This design comes from an exercise in tuning for small area and a short achievable clock period on the open sky130 flow, not from production work. The RTL was checked by simulation tests, not by an equivalence proof against the original design.

==> flow/design.v <==
`timescale 1ns / 1ps
module TNS_dec_33(
    input wire clk,
    input wire rst_n,
    input wire [32:0] codein,
    output reg [30 - 1 : 0] dataout
    );
    wire [30 - 1 : 0] dataout_wire;
    assign dataout_wire = (codein[32]*847425747) + (codein[31]*564950498) + (codein[30]*282475249) + 
                    (codein[29]*121060821) + (codein[28]*80707214) + (codein[27]*40353607) + 
                    (codein[26]*17294403) + (codein[25]*11529602) + (codein[24]*5764801) + 
                    (codein[23]*2470629) + (codein[22]*1647086) + (codein[21]*823543) + 
                    (codein[20]*352947) + (codein[19]*235298) + (codein[18]*117649) + (codein[17]*50421) + (codein[16]*33614) + 
                    (codein[15]*16807) + (codein[14]*7203) + (codein[13]*4802) + (codein[12]*2401) + (codein[11]*1029) +
                    (codein[10]*686) + (codein[9]*343) + (codein[8]*147) + (codein[7]*98) + (codein[6]*49) +
                    (codein[5]*21) + (codein[4]*14) + (codein[3]*7) + (codein[2]*3) + (codein[1]*2) +
                    (codein[0]*1);
    always @(posedge clk or negedge rst_n) begin
        if (~rst_n) begin
            dataout <= 0;
        end
        else begin
            dataout <= dataout_wire;
        end
    end
endmodule
==> flow/run.sh <==
#!/bin/bash
# synth_recipe.tcl (not shown) runs the flow's synth.tcl, then flattens the netlist and writes it again
# the make line also repeats each setting of config.mk as NAME=value (left out here)
make -C /OpenROAD-flow-scripts/flow DESIGN_CONFIG=/design/flow/config.mk WORK_HOME=/design/flow/orfs CLKGATE_MAP_FILE= SYNTH_SCRIPT=/design/flow/synth_recipe.tcl finish
==> flow/config.mk <==
export PLATFORM = sky130hd
export DESIGN_NAME = TNS_dec_33
export DESIGN_NICKNAME = TNS_dec_33
export VERILOG_FILES = /design/flow/design.v
export SDC_FILE = /design/flow/constraint.sdc
export NUM_CORES = 4
export LEC_CHECK = 0
export ABC_AREA = 1
export CAP_MARGIN = 20
export CORE_MARGIN = 2
export CORE_UTILIZATION = 40
export SLEW_MARGIN = 20
==> flow/constraint.sdc <==
create_clock -name core_clock -period 12.0 [get_ports {clk}]
set_input_delay 2.4000 -clock core_clock [delete_from_list [all_inputs] [get_ports {clk}]]
set_output_delay 2.4000 -clock core_clock [all_outputs]
set_load 0.01 [all_outputs]
==> run notes <==
The detailed-routing iteration count for the pre-antenna-repair pass is 5. The run gives 2 as the number of H-tree levels. In the final layout, the share of cells above drive strength 1 is 2.98%.

The synthesized design contains 0 enable-type register cells. The yosys synthesis warning count is 1, and the number of slew-limit violations in the final report is 0. Width of the chip: 163 µm. The flow ran to the end and the layout has no timing, DRC or antenna violations. The number of buffers inserted to repair setup after CTS was 0. The largest registers in the layout are dataout: 30 flops. The detail route stage leaves a number of antenna-violating nets equal to 0.

The clock period minus final worst setup slack is 8.70 ns. Endpoint type of the worst setup path: a register. The most numerous cell in the Yosys netlist was sky130_fd_sc_hd__inv_1. Counting flops with an async set or reset pin after synthesis yields a share of 100%.

For this run, the register share of the synthesized area comes to 7.39%. For the I/O pin count, the log shows 65. Among cell families on the critical path, the largest total delay comes from adder cells. The final setup violation count came out at 0. STA puts the critical path data arrival time at 8.87 ns.

The tightest min-delay check is of the input pin to asynchronous set/reset pin type. Count of hold-fix buffers inserted at cts: 0. The register with the most flip-flops in the layout has 30 of them.

The sum of routed wire length over all layers was 23.3 mm. The logs give 1,575 for the synthesized netlist net count and 40.6% for the effective utilization at floorplan. Input and output buffers added on the ports amount to 64. Among the stages of the critical path, the cell type that occurs most often is sky130_fd_sc_hd__fa_1. Ranked by instance count, the synthesized netlist is headed by 406 x sky130_fd_sc_hd__inv_1, 210 x sky130_fd_sc_hd__ha_1, 193 x sky130_fd_sc_hd__fa_1, 166 x sky130_fd_sc_hd__nand2_1, 30 x sky130_fd_sc_hd__dfrtp_1. Dividing the detail-routed wire length by the instance count gives 15.2 µm. The finished cells cover 11,400 µm². The core box area was 25,000 µm². STA classifies the critical path startpoint as an input pin.

In this run, post-CTS repair resized a total of 0 instances. The longest individual stage delay on the worst path works out to 0.79 ns. Entering global routing, the biggest net connects 31 pins.

Largest driver fanout on the critical path: 6. The number of buffers and inverters on the critical path came out at 7. Based on the critical path, the design can be clocked at up to 0.115 GHz. The run gives 5 as the total CTS buffers. Dividing the detail-routed via count by the number of cells gives 4.56. The via count of the first global-routing pass is 7,481, and the clock-pin slew reported for the worst setup and hold paths after clock tree synthesis is 0.05 ns. The number of antenna diodes in the final layout is 0. Summed over all instances, the cell type with the most area after synthesis is sky130_fd_sc_hd__fa_1.

Clock tree synthesis selected as its root buffer the cell sky130_fd_sc_hd__clkbuf_16. Measured against its own limit, the worst slew margin works out to 57.5%. The final hold violation count was 0; the post-layout utilization of the core was 45.5%. Counting along the longest clock path gives a buffer depth of 2.

The total overflow left after global routing is 0. The count of filler cells inserted in the layout came out at 2,455. The overall fraction of global-route tracks in use is 19.0%, and the growth of design area from synthesis to finish is 12.1%.

In the final design database the tool counted 1,647 nets. For the number of maximum-capacitance constraint violations, the log shows 0. After technology mapping, the gate count stands at 1,137. After synthesis, the cell types taking the most area are sky130_fd_sc_hd__fa_1 38%, sky130_fd_sc_hd__ha_1 26%, sky130_fd_sc_hd__inv_1 15%.

The initial antenna violation count was 0. On the critical path, the stage with the largest delay is an instance of sky130_fd_sc_hd__fa_1. Routability-driven placement finished with a final weighted congestion of 0.955.

For the count of vias placed by the detailed router, the log shows 7,024. The tools report the area after detailed placement as 11,200 µm². TritonCTS built the clock tree. The floorplan step set the die height to 163 µm. Walking the worst path, the cells encountered are clkdlybuf4s50_1, fa_1, inv_1, fa_1, fa_1, inv_1, fa_1, fa_1, fa_1, inv_1, fa_1, inv_1, fa_1, ha_1, inv_1, fa_1, inv_1, nand3_1, nand3_2, nand2_1, nand2_2, nand3_1, nand3_1, nand2_1. Setup repair after global routing left no endpoint under its margin. For this design, the sink count on the clock tree is 30. The floorplan has 58 rows. The synthesized netlist contains 22 unique library cells. After the first detailed-routing iteration, the DRC count stood at 336. The floorplan die area came out at 26,700 µm². After layout, the worst path uses 72.5% of the clock period. The synthesized area divided by synthesized cell count came out at 8.94 µm². The sum of net half-perimeters after detailed placement came out at 22.0 mm. Most used flip-flop cell after synthesis: sky130_fd_sc_hd__dfrtp_1.

After detailed routing, the number of remaining DRC violations is 0. Setup TNS after final layout: 0 ns. The synthesis-stage register bit count was 30; the netlist area before placement was 10,200 µm². The tools report the critical path data required time as 12.17 ns.

The register ranked first by flip-flop count was dataout. The synthesized design devotes to its leading area cell type 38.0% of total area. The first global-routing pass estimated 38.6 mm of wire.

By startpoint and endpoint, the worst setup path is classified as input pin to register. At the pin with the least slew margin, the transition time is 0.636 ns.
-- metal layers --
layer  track usage, %  vias to the layer above  part of all wire (%)
met5                0                        -                     0
met4             1.93                        0                  0.69
met3             1.98                       10                   3.3
met2             32.8                       99                    50
met1             26.6                     3484                    46
li1                 -                     3431                     -
-- cell families after synthesis --
family                   synth area share, %
AND/OR/NAND/NOR                         11.1
adder cells (fa/ha/maj)                 63.9
XOR/XNOR                                1.29
AO/OA/AOI/OAI                           1.34
buffers and inverters                   15.0
flip-flops                              7.39
-- stage by stage --
stage | setup WS (ns) | hold WS [ns] | std cells
2_1_floorplan | 4.28 | 2.10 | 1137
3_3_place_gp | 3.08 | 2.82 | 1532
3_5_place_dp | 3.01 | 2.82 | 1532
4_1_cts | 3.30 | 2.53 | 1540
5_1_grt | 2.89 | 2.57 | 1540
6_report | 3.30 | 2.51 | 1540
-- path summary, 6_finish.rpt --
| check | start | to | slack [ns] | depth (start not counted) |
|---|---|---|---|---|
| hold / removal | rst_n | dataout[25] | 2.51 | 2 |
| min in group core_clock | codein[1] | dataout[2] | 2.90 | 3 |
| setup / recovery | codein[27] | dataout[17] | 3.30 | 24 |
| max in group asynchronous | rst_n | dataout[1] | 9.20 | 2 |
-- layout make-up --
type	count	area, µm²	area share [%]
repair buffers	65	648	5.69
well taps	330	413	3.63
inverters	406	1520	13.4
multi-input cells	701	7890	69.2
clock buffers	8	166	1.46
flip-flops and latches	30	751	6.59
-- cell usage in the layout, fill, tap and decap left out, drive strengths merged, types with 2 or more instances in the layout --
cell type      instances
and2                   4
nand2                175
ha                   210
or2                    4
xnor2                  6
inv                  406
fa                   193
clkdlybuf4s50         64
a21oi                 18
nand3                 31
dfrtp                 30
nand4                  8
and3                   2
o21bai                 5
clkbuf                 8
nor2                  34
xor2                   9

## re-timing with driven ports
How much do the figures lean on ideal ports? The routed layout below was timed once more, with nothing changed but the port constraints.
Step 1 sets driving cells, clkbuf_16 on the clock port and buf_2 on the other inputs (assumed; they add their load-dependent delay and slew).
Step 2, shift: input delay + t, output delay - t, t = (earliest + latest rising clock arrival at the registers) / 2. This alone moves slack from input paths to output paths.
Three values: ideal ports, drivers, drivers and shift; two values: the first two.
t (ns): 0.310
setup WS [ns]: 3.300 / 3.309 / 2.999
worst register clock-pin slew, ns: 0.05 / 0.05
cell pins on the clock port's net: 1
After both steps this run still meets setup and hold. For this run, drivers alone change the setup slack by +0.009 ns; drivers and shift together by -0.301 ns.
